This design comes from an exercise in tuning for small area, a short achievable clock period and few clock cycles per item on the open sky130 flow, not from production work. The RTL was checked by simulation tests, not by an equivalence proof against the original design. Power figures rest on the tool's default switching activity, not on a simulated workload.

run A:
// booth
module booth (
    input  wire        clk  ,
    input  wire        rst_n,
    input  wire [15:0] x    ,
    input  wire [15:0] y    ,
    input  wire        start,
    output wire [31:0] z    ,
    output wire        busy
);
assign busy = 1'b0;
wire one0_0, two0_0;
menc0 ue0_0 (.y2(y[1]), .y1(y[0]), .one(one0_0), .two(two0_0));
wire one1_0, two1_0;
menc ue1_0 (.y2(y[3]), .y1(y[2]), .y0(y[1]), .one(one1_0), .two(two1_0));
wire one2_0, two2_0;
menc ue2_0 (.y2(y[5]), .y1(y[4]), .y0(y[3]), .one(one2_0), .two(two2_0));
wire one3_0, two3_0;
menc ue3_0 (.y2(y[7]), .y1(y[6]), .y0(y[5]), .one(one3_0), .two(two3_0));
wire one4_0, two4_0;
menc ue4_0 (.y2(y[9]), .y1(y[8]), .y0(y[7]), .one(one4_0), .two(two4_0));
wire one5_0, two5_0;
menc ue5_0 (.y2(y[11]), .y1(y[10]), .y0(y[9]), .one(one5_0), .two(two5_0));
wire one6_0, two6_0;
menc ue6_0 (.y2(y[13]), .y1(y[12]), .y0(y[11]), .one(one6_0), .two(two6_0));
wire one7_0, two7_0;
menc ue7_0 (.y2(y[15]), .y1(y[14]), .y0(y[13]), .one(one7_0), .two(two7_0));
wire pp0_0;
mbs0 upp0_0 (.xj(x[0]), .one(one0_0), .neg(y[1]), .pp(pp0_0));
wire pp0_1;
mbs upp0_1 (.xj(x[1]), .xm(x[0]), .one(one0_0), .two(two0_0), .neg(y[1]), .pp(pp0_1));
wire pp0_2;
mbs upp0_2 (.xj(x[2]), .xm(x[1]), .one(one0_0), .two(two0_0), .neg(y[1]), .pp(pp0_2));
wire pp0_3;
  ...
For scale: roughly 650 cells after synthesis, about 68 I/O pins.
==> flow/config.mk <==
export PLATFORM = sky130hd
export DESIGN_NAME = booth
export DESIGN_NICKNAME = booth
export VERILOG_FILES = /design/flow/design.v
export SDC_FILE = /design/flow/constraint.sdc
export NUM_CORES = 4
export LEC_CHECK = 0
export CAP_MARGIN = 20
export CORE_MARGIN = 2
export CORE_UTILIZATION = 40
export SETUP_SLACK_MARGIN = 0.2
export SLEW_MARGIN = 20
export SYNTH_HIERARCHICAL = 1
export SYNTH_MINIMUM_KEEP_SIZE = 0
==> flow/constraint.sdc <==
create_clock -name core_clock -period 4.0 [get_ports {clk}]
set_input_delay 0.8000 -clock core_clock [delete_from_list [all_inputs] [get_ports {clk}]]
set_output_delay 0.8000 -clock core_clock [all_outputs]
set_load 0.01 [all_outputs]
standard.sh (not shown) runs the stock make flow with config.mk's settings and CLKGATE_MAP_FILE= SYNTH_SCRIPT=/design/flow/synth_recipe.tcl, a recipe that flattens the netlist after the stock synthesis.
==> flow/flow/run.sh <==
#!/bin/bash
set -euo pipefail
export BUFFER_PORTS_ARGS="-buffer_cell sky130_fd_sc_hd__buf_2"
export PRE_FLOORPLAN_TCL="$PWD/flow/downsize.tcl"
bash standard.sh > standard.log 2>&1
==> flow/flow/downsize.tcl <==
# Start the layout from the smallest drive strength of each combinational
# cell that synthesis picked; timing repair later sizes up what it needs.
set db [ord::get_db]
set block [ord::get_db_block]
set n 0
foreach inst [$block getInsts] {
  set m [[$inst getMaster] getName]
  if {![regexp {^(sky130_fd_sc_hd__([a-z0-9]+))_([0-9]+)$} $m -> base short drive]} { continue }
  if {[regexp {^(s?e?df|dl|conb|tap|fill|decap|clk)} $short]} { continue }
  foreach d {0 1 2} {
    if {$d >= $drive} { break }
    set cand ${base}_$d
    set cm [$db findMaster $cand]
    if {$cm eq "NULL" || $cm eq ""} { continue }
    replace_cell [$inst getName] $cand
    incr n
    break
  }
}
puts "downsize.tcl: resized $n instances"
Run A went all the way through synthesis, placement and routing and the layout is clean on timing, DRC and antenna.
Testbench counts of run A, summed over its fixed seeds: cycles 3,200, items 3,200.
--- input diff run A..run B ---
-- flow/config.mk --
<<< run A, line 9
export CORE_MARGIN = 2
export CORE_UTILIZATION = 40
export SETUP_SLACK_MARGIN = 0.2
export SLEW_MARGIN = 20
export SYNTH_HIERARCHICAL = 1
>>> run B, line 9
export CORE_MARGIN = 2
export CORE_UTILIZATION = 40
export SLEW_MARGIN = 20
export SYNTH_HIERARCHICAL = 1
### Flow results
Every stage of the flow completed for run B, and the final layout passed the timing, design-rule and antenna checks. Run A has lower clock network fraction of design power than run B. Setup slack after layout (higher): run A. Diff run A -> run B: global-route usage ~0 delta, fraction of power consumed by combinational cells -1.5 points.
Relative to run B, the following input files were edited for run C:
==> flow/flow/run.sh <==
#!/bin/bash
set -euo pipefail
export BUFFER_PORTS_ARGS="-buffer_cell sky130_fd_sc_hd__buf_4"
export PRE_FLOORPLAN_TCL="$PWD/flow/downsize.tcl"
bash standard.sh > standard.log 2>&1
Notes after the runs:
Run B has a higher proportion of total power due to net switching than run C. Run B → run C: combinational power share has increased, part of the power in registers saw a decrease, met3 layer wire length in the routed design saw a decrease.

---

== job 7092 ==
booth, a different RTL version from the one above (not shown whole).
For scale: roughly 650 cells after synthesis.
export LEC_CHECK = 0
export CAP_MARGIN = 20
export CORE_MARGIN = 2
export CORE_UTILIZATION = 40
export SLEW_MARGIN = 20
export SYNTH_HIERARCHICAL = 1
export SYNTH_MINIMUM_KEEP_SIZE = 0
create_clock -name core_clock -period 4.0 [get_ports {clk}]
==> flow/flow/run.sh <==
#!/bin/bash
set -euo pipefail
export BUFFER_PORTS_ARGS="-buffer_cell sky130_fd_sc_hd__buf_2"
export PRE_FLOORPLAN_TCL="$PWD/flow/downsize.tcl"
bash standard.sh > standard.log 2>&1
Scripts as last shown in full above: flow/flow/downsize.tcl
Job 7092 completed end to end with timing, DRC and antenna clean.
Testbench counts of job 7092, summed over its fixed seeds: cycles 3,200, items 3,200.
Edits applied to the flow inputs when going from job 7092 to job 1605:
Settings: GPL_TIMING_DRIVEN: unset -> 0.
## What came out
[compare] base=job 7092 new=job 1605: power rose by about 5.5%, placed wire-length estimate shows a reduction of about 10%, fraction of layout cells with a size suffix above 1 decreased 2.5 points, final critical-path share of the clock period moved up, global-route wire length before repair rose by about 0.9%. Compared job 1605 vs job 7092, and top achievable clock speed is down in job 1605. Job 1605: done, clean on timing, DRC and antenna.
Here is what was changed in the inputs of job 4551 compared with job 1605.
Settings: a deleted GPL_TIMING_DRIVEN that had been 0.
==> flow/flow/run.sh <==
#!/bin/bash
set -euo pipefail
export BUFFER_PORTS_ARGS="-buffer_cell sky130_fd_sc_hd__buf_1"
export PRE_FLOORPLAN_TCL="$PWD/flow/downsize.tcl"
bash standard.sh > standard.log 2>&1
Results
- The endpoint of the worst setup timing path comes out qb[8] in one run and qb[5] in the other, namely in job 1605 and job 4551 respectively.
- Job 4551 vs job 1605 — sum of met2 wire segment lengths after detailed routing dropped by a few percent
- Job 4551 against job 1605: final wirelength went down, highest fanout seen on the critical path went up.
diff inputs: job 4551 => job 9200
Settings: CELL_PAD_IN_SITES_DETAIL_PLACEMENT newly set to 0; CELL_PAD_IN_SITES_GLOBAL_PLACEMENT newly set to 0.
==> flow/flow/run.sh <==
#!/bin/bash
set -euo pipefail
export BUFFER_PORTS_ARGS="-buffer_cell sky130_fd_sc_hd__buf_2"
export PRE_FLOORPLAN_TCL="$PWD/flow/downsize.tcl"
bash standard.sh > standard.log 2>&1
Results
- Final weighted congestion in routability-driven placement, job 9200 and job 4551, lower one = job 9200.
- Job 9200 against job 4551: met1 demand-to-capacity share in global routing shows an increase of 0.33 points; overall power after layout shows an increase of 0.66%; non-clock buffer total of the final layout shows a reduction of 17.
- Between job 4551 and job 9200, the flow reports cell area decreasing slightly.
- Of job 9200 and job 4551, it is job 9200 that has the higher fmax.
- [job 9200] power dissipated in combinational cells rose about 1% relative to job 4551
- Clock network fraction of design power | job 9200 below job 4551
- Final worst hold slack was higher in job 4551 than in job 9200.
- When the final numbers for job 9200 and job 4551 were put side by side, the count of clock buffers in the final design turned out to be greater in job 9200.
- Comparing the two runs side by side, job 9200 comes out ahead of job 4551 on first-pass GRT wire length.

---

booth, a different RTL version from the one above (not shown whole).
Size in the first run: ~670 cells after synthesis.
clock: 4.0 ns
lec_check: 0
cap_margin: 20
core_margin: 2
core_utilization: 40
slew_margin: 20
synth_hierarchical: 1
synth_minimum_keep_size: 0
==> flow/flow/run.sh <==
#!/bin/bash
set -euo pipefail
export BUFFER_PORTS_ARGS="-buffer_cell sky130_fd_sc_hd__buf_2"
export PRE_FLOORPLAN_TCL="$PWD/flow/downsize.tcl"
bash standard.sh > standard.log 2>&1
Scripts as last shown in full above: flow/flow/downsize.tcl
Testbench counts at the start, summed over its fixed seeds: cycles 3,200, items 3,200.
Then changed:
==> flow/flow/run.sh (replaced) <==
#!/bin/bash
set -euo pipefail
export RECOVER_POWER=50
bash standard.sh > standard.log 2>&1
removed: flow/flow/downsize.tcl
This time the run reached the layout checks and failed them: capacitance limit, slew limit.
Total power rises by 13%.
Worst setup slack gets better by 0.0088 ns.
First-iteration DRC count falls by 10%.
Wire length rises by 11%.
Fmax is about the same.
Then changed:
==> flow/flow/run.sh (replaced) <==
#!/bin/bash
set -euo pipefail
export BUFFER_PORTS_ARGS="-buffer_cell sky130_fd_sc_hd__buf_1"
export PRE_FLOORPLAN_TCL="$PWD/flow/downsize.tcl"
bash standard.sh > standard.log 2>&1
==> flow/flow/downsize.tcl (new file) <==
# Start the layout from the smallest drive strength of each combinational
# cell that synthesis picked; timing repair later sizes up what it needs.
set db [ord::get_db]
set block [ord::get_db_block]
set n 0
foreach inst [$block getInsts] {
  set m [[$inst getMaster] getName]
  if {![regexp {^(sky130_fd_sc_hd__([a-z0-9]+))_([0-9]+)$} $m -> base short drive]} { continue }
  if {[regexp {^(s?e?df|dl|conb|tap|fill|decap|clk)} $short]} { continue }
  foreach d {0 1 2} {
    if {$d >= $drive} { break }
    set cand ${base}_$d
    set cm [$db findMaster $cand]
    if {$cm eq "NULL" || $cm eq ""} { continue }
    replace_cell [$inst getName] $cand
    incr n
    break
  }
}
puts "downsize.tcl: resized $n instances"
- CTS_BUF_LIST: unset -> sky130_fd_sc_hd__clkbuf_8
Outcome: The new run finished with timing, DRC and antenna clean. Setup slack got worse by 0.029 ns. Final area falls by about a fifth. Synthesized cell count does not change. Die area falls by roughly a tenth. Total power falls by about a fifth. Routed wire length falls by roughly a tenth.
Then changed:
==> flow/flow/run.sh (replaced) <==
#!/bin/bash
set -euo pipefail
export BUFFER_PORTS_ARGS="-buffer_cell sky130_fd_sc_hd__buf_2"
bash standard.sh > standard.log 2>&1
- CTS_BUF_LIST: sky130_fd_sc_hd__clkbuf_8 -> unset
removed: flow/flow/downsize.tcl
- The new run finished clean
- setup slack improves by 0.046 ns
- core utilization went down by 0.67 points
- sequential cell count is unchanged
- routed wire length went up by a few percent
- maximum frequency went up slightly
- die area went up by roughly a tenth
- global-route usage went down by 0.29 points
- design area went up by roughly a tenth
- total power went up by a few percent
- sequential share of layout area went down by 1.6 points
Then changed:
==> flow/run.sh (new file) <==
#!/bin/bash
# synth_recipe.tcl (not shown) runs the flow's synth.tcl, then flattens the netlist and writes it again
# the make line also repeats each setting of config.mk as NAME=value (left out here)
make -C /OpenROAD-flow-scripts/flow DESIGN_CONFIG=/design/flow/config.mk WORK_HOME=/design/flow/orfs CLKGATE_MAP_FILE= SYNTH_SCRIPT=/design/flow/synth_recipe.tcl finish
- CORE_UTILIZATION: 40 -> 80
- PLACE_DENSITY: unset -> 0.9
removed: flow/flow/run.sh
removed: flow/standard.sh
=>
- The new run failed in 3_5_place_dp with DPL-0038
- area after synthesis stays the same
- synthesized cell count does not change
Then changed:
==> flow/flow/run.sh (new file) <==
#!/bin/bash
set -euo pipefail
export RECOVER_POWER=100
bash standard.sh > standard.log 2>&1
==> flow/standard.sh (new file) <==
#!/bin/bash
# synth_recipe.tcl (not shown) runs the flow's synth.tcl, then flattens the netlist and writes it again
# the make line also repeats each setting of config.mk as NAME=value (left out here)
make -C /OpenROAD-flow-scripts/flow DESIGN_CONFIG=/design/flow/config.mk WORK_HOME=/design/flow/orfs CLKGATE_MAP_FILE= SYNTH_SCRIPT=/design/flow/synth_recipe.tcl "${@:-finish}"
- CORE_UTILIZATION: 80 -> 40
- PLACE_DENSITY: 0.9 -> unset
removed: flow/run.sh
After rerunning: This time the run produced a layout that fails on capacitance limit, slew limit. Area after synthesis does not change. Synthesized cell count is unchanged.

---

Setup of ember:
Starting RTL as in the previous note.
==> flow/config.mk <==
export PLATFORM = sky130hd
export DESIGN_NAME = booth
export DESIGN_NICKNAME = booth
export VERILOG_FILES = /design/flow/design.v
export SDC_FILE = /design/flow/constraint.sdc
export NUM_CORES = 4
export LEC_CHECK = 0
export CAP_MARGIN = 20
export CORE_MARGIN = 2
export CORE_UTILIZATION = 40
export SETUP_SLACK_MARGIN = 0.6
export SLEW_MARGIN = 20
export SYNTH_HIERARCHICAL = 1
export SYNTH_MINIMUM_KEEP_SIZE = 0
==> flow/constraint.sdc <==
create_clock -name core_clock -period 4.0 [get_ports {clk}]
set_input_delay 0.8000 -clock core_clock [delete_from_list [all_inputs] [get_ports {clk}]]
set_output_delay 0.8000 -clock core_clock [all_outputs]
set_load 0.01 [all_outputs]
==> flow/flow/run.sh <==
#!/bin/bash
set -euo pipefail
export BUFFER_PORTS_ARGS="-buffer_cell sky130_fd_sc_hd__buf_2"
export PRE_FLOORPLAN_TCL="$PWD/flow/downsize.tcl"
bash standard.sh > standard.log 2>&1
==> flow/flow/downsize.tcl <==
# Start the layout from the smallest drive strength of each combinational
# cell that synthesis picked; timing repair later sizes up what it needs.
set db [ord::get_db]
set block [ord::get_db_block]
set n 0
foreach inst [$block getInsts] {
  set m [[$inst getMaster] getName]
  if {![regexp {^(sky130_fd_sc_hd__([a-z0-9]+))_([0-9]+)$} $m -> base short drive]} { continue }
  if {[regexp {^(s?e?df|dl|conb|tap|fill|decap|clk)} $short]} { continue }
  foreach d {0 1 2} {
    if {$d >= $drive} { break }
    set cand ${base}_$d
    set cm [$db findMaster $cand]
    if {$cm eq "NULL" || $cm eq ""} { continue }
    replace_cell [$inst getName] $cand
    incr n
    break
  }
}
puts "downsize.tcl: resized $n instances"
ember ran to completion and came out clean on the timing, design-rule and antenna checks.
Testbench counts of ember, summed over its fixed seeds: cycles 3,200, items 3,200.
--- input diff ember..garnet ---
Settings: a deleted SETUP_SLACK_MARGIN that had been 0.6; an added PLACE_DENSITY of 0.7; a change of CORE_UTILIZATION from 40 to 60.
==> flow/run.sh (new file) <==
#!/bin/bash
# synth_recipe.tcl (not shown) runs the flow's synth.tcl, then flattens the netlist and writes it again
# the make line also repeats each setting of config.mk as NAME=value (left out here)
make -C /OpenROAD-flow-scripts/flow DESIGN_CONFIG=/design/flow/config.mk WORK_HOME=/design/flow/orfs CLKGATE_MAP_FILE= SYNTH_SCRIPT=/design/flow/synth_recipe.tcl finish
removed: flow/flow/run.sh
removed: flow/flow/downsize.tcl
removed: flow/standard.sh
Notes after the runs:
Nothing crashed in garnet and all stages finished; the problem is that the final layout failed, the offending checks being negative setup slack. Relative to ember, met1 layer wirelength in the final routing has increased by 4.5% in garnet. Taking ember as the reference, in garnet final core utilization has increased; count of routing violations after the opening detailed-route iteration has increased. Run comparison: ember timing startpoint of the critical path y[1]; garnet timing startpoint of the critical path y[0]. Proportion of cell area occupied by multi-input gates in garnet is 2.7 points below ember. ember → garnet: starting utilization of the core area now larger, clock network power consumption now larger, worst hold slack now smaller, overall power consumption now larger. Looking only at final setup slack of the worst path, and setting everything else aside, the lower value of garnet and ember goes to garnet.
### garnet -> maple
Settings: CORE_UTILIZATION now 40, was 60; SETUP_SLACK_MARGIN now 0.3, previously not set; PLACE_DENSITY no longer set, was 0.7.
==> flow/flow/run.sh (new file) <==
#!/bin/bash
set -euo pipefail
export BUFFER_PORTS_ARGS="-buffer_cell sky130_fd_sc_hd__buf_2"
export PRE_FLOORPLAN_TCL="$PWD/flow/downsize.tcl"
bash standard.sh > standard.log 2>&1
==> flow/flow/downsize.tcl (new file) <==
# Start the layout from the smallest drive strength of each combinational
# cell that synthesis picked; timing repair later sizes up what it needs.
set db [ord::get_db]
set block [ord::get_db_block]
set n 0
foreach inst [$block getInsts] {
  set m [[$inst getMaster] getName]
  if {![regexp {^(sky130_fd_sc_hd__([a-z0-9]+))_([0-9]+)$} $m -> base short drive]} { continue }
  if {[regexp {^(s?e?df|dl|conb|tap|fill|decap|clk)} $short]} { continue }
  foreach d {0 1 2} {
    if {$d >= $drive} { break }
    set cand ${base}_$d
    set cm [$db findMaster $cand]
    if {$cm eq "NULL" || $cm eq ""} { continue }
    replace_cell [$inst getName] $cand
    incr n
    break
  }
}
puts "downsize.tcl: resized $n instances"
==> flow/standard.sh (new file) <==
#!/bin/bash
# synth_recipe.tcl (not shown) runs the flow's synth.tcl, then flattens the netlist and writes it again
# the make line also repeats each setting of config.mk as NAME=value (left out here)
make -C /OpenROAD-flow-scripts/flow DESIGN_CONFIG=/design/flow/config.mk WORK_HOME=/design/flow/orfs CLKGATE_MAP_FILE= SYNTH_SCRIPT=/design/flow/synth_recipe.tcl "${@:-finish}"
removed: flow/run.sh
- maple | stages: all done | timing, DRC, antenna: all pass
- Of the two values seen for most common cell after layout, fill and taps aside, sky130_fd_sc_hd__a22oi_2 was produced by garnet and sky130_fd_sc_hd__xnor2_1 by maple.
- Of maple and garnet, the lower cell count belongs to maple.
- The via count normalized by instance count in maple is 0.943 times that in garnet.
- Compared with garnet, maple shows a lower utilization.
For yarrow, these inputs were changed with respect to maple:
Settings: a deleted SETUP_SLACK_MARGIN that had been 0.3.
==> flow/run.sh (new file) <==
#!/bin/bash
# synth_recipe.tcl (not shown) runs the flow's synth.tcl, then flattens the netlist and writes it again
# the make line also repeats each setting of config.mk as NAME=value (left out here)
make -C /OpenROAD-flow-scripts/flow DESIGN_CONFIG=/design/flow/config.mk WORK_HOME=/design/flow/orfs CLKGATE_MAP_FILE= SYNTH_SCRIPT=/design/flow/synth_recipe.tcl finish
removed: flow/flow/run.sh
removed: flow/flow/downsize.tcl
removed: flow/standard.sh
## What came out
Diff maple -> yarrow: post-layout minimum cycle time increased 85 ps, die area +about 11%, total power climbed about 8%, wire length on met2 grew by 3.6%.
Fraction of power consumed by the clock network, yarrow and maple, lower one = maple.
Changes observed in yarrow relative to maple: detailed-route via count now larger, utilization after layout increased 1.2 points.
Input changes introduced in willow (baseline for comparison: yarrow):
Settings: GPL_TIMING_DRIVEN now 0, previously not set.
--- outcome ---
willow has completed all stages; timing, DRC and antenna checks passed.
The wire length on met3 in willow sits about 26% below the value recorded for yarrow.
yarrow has a higher sequential group share of total power than willow.
Compared to yarrow, willow has overall power consumption about 6.4% higher.

-- static timing again, ports no longer ideal --
How much do the figures lean on ideal ports? The routed layouts below were timed once more, with nothing changed but the port constraints.
Step 1 (the two cells are an assumption about what drives the block):
set clk [get_ports {clk}]
set_driving_cell -lib_cell sky130_fd_sc_hd__clkbuf_16 $clk
set_driving_cell -lib_cell sky130_fd_sc_hd__buf_2 [delete_from_list [all_inputs] $clk]
Step 2 also shifts input and output timing later by t, the mid clock arrival at the registers, as if the neighbouring blocks saw the same clock.
a / b / c = ideal ports / drivers / drivers and shift; a / b = the first two.
run	shift t [ns]	slack for setup (ns)	worst setup path after step 2	clock arrival spread, ns	worst register clock-pin slew, ns
run A	0.349	0.186 / 0.193 / -0.156	input to register	0.011 / 0.011	0.08 / 0.08
run B	0.346	0.168 / 0.186 / -0.160	input to register	0.011 / 0.010	0.08 / 0.08
run C	0.343	0.161 / 0.176 / -0.167	input to register	0.013 / 0.012	0.08 / 0.08
job 7092	0.340	0.139 / 0.153 / -0.187	input to register	0.013 / 0.012	0.08 / 0.08
job 1605	0.348	0.097 / 0.043 / -0.305	input to register	0.014 / 0.014	0.08 / 0.08
job 4551	0.349	0.061 / 0.075 / -0.274	input to register	0.011 / 0.012	0.08 / 0.08
job 9200	0.340	0.139 / 0.153 / -0.187	input to register	0.013 / 0.012	0.08 / 0.08
the first run of note 3	0.349	0.075 / 0.052 / -0.297	input to register	0.010 / 0.011	0.08 / 0.08
the second run of note 3	0.351	0.084 / 0.099 / -0.252	input to register	0.005 / 0.005	0.07 / 0.07
the third run of note 3	0.369	0.055 / 0.053 / -0.316	input to register	0.024 / 0.024	0.12 / 0.12
the fourth run of note 3	0.354	0.101 / 0.109 / -0.245	input to register	0.015 / 0.016	0.08 / 0.08
the sixth run of note 3	0.350	0.076 / 0.087 / -0.264	input to register	0.005 / 0.005	0.07 / 0.07
ember	0.352	0.116 / 0.112 / -0.241	input to register	0.006 / 0.007	0.08 / 0.08
garnet	0.348	-0.015 / -0.003 / -0.351	input to register	0.010 / 0.009	0.08 / 0.08
maple	0.349	0.164 / 0.149 / -0.200	input to register	0.006 / 0.006	0.08 / 0.08
yarrow	0.350	0.079 / 0.095 / -0.255	input to register	0.005 / 0.005	0.07 / 0.07
willow	0.353	0.067 / -0.016 / -0.369	input to register	0.008 / 0.008	0.08 / 0.08
For willow, which loses most, drivers alone change the setup slack by -0.083 ns; drivers and shift together by -0.436 ns.
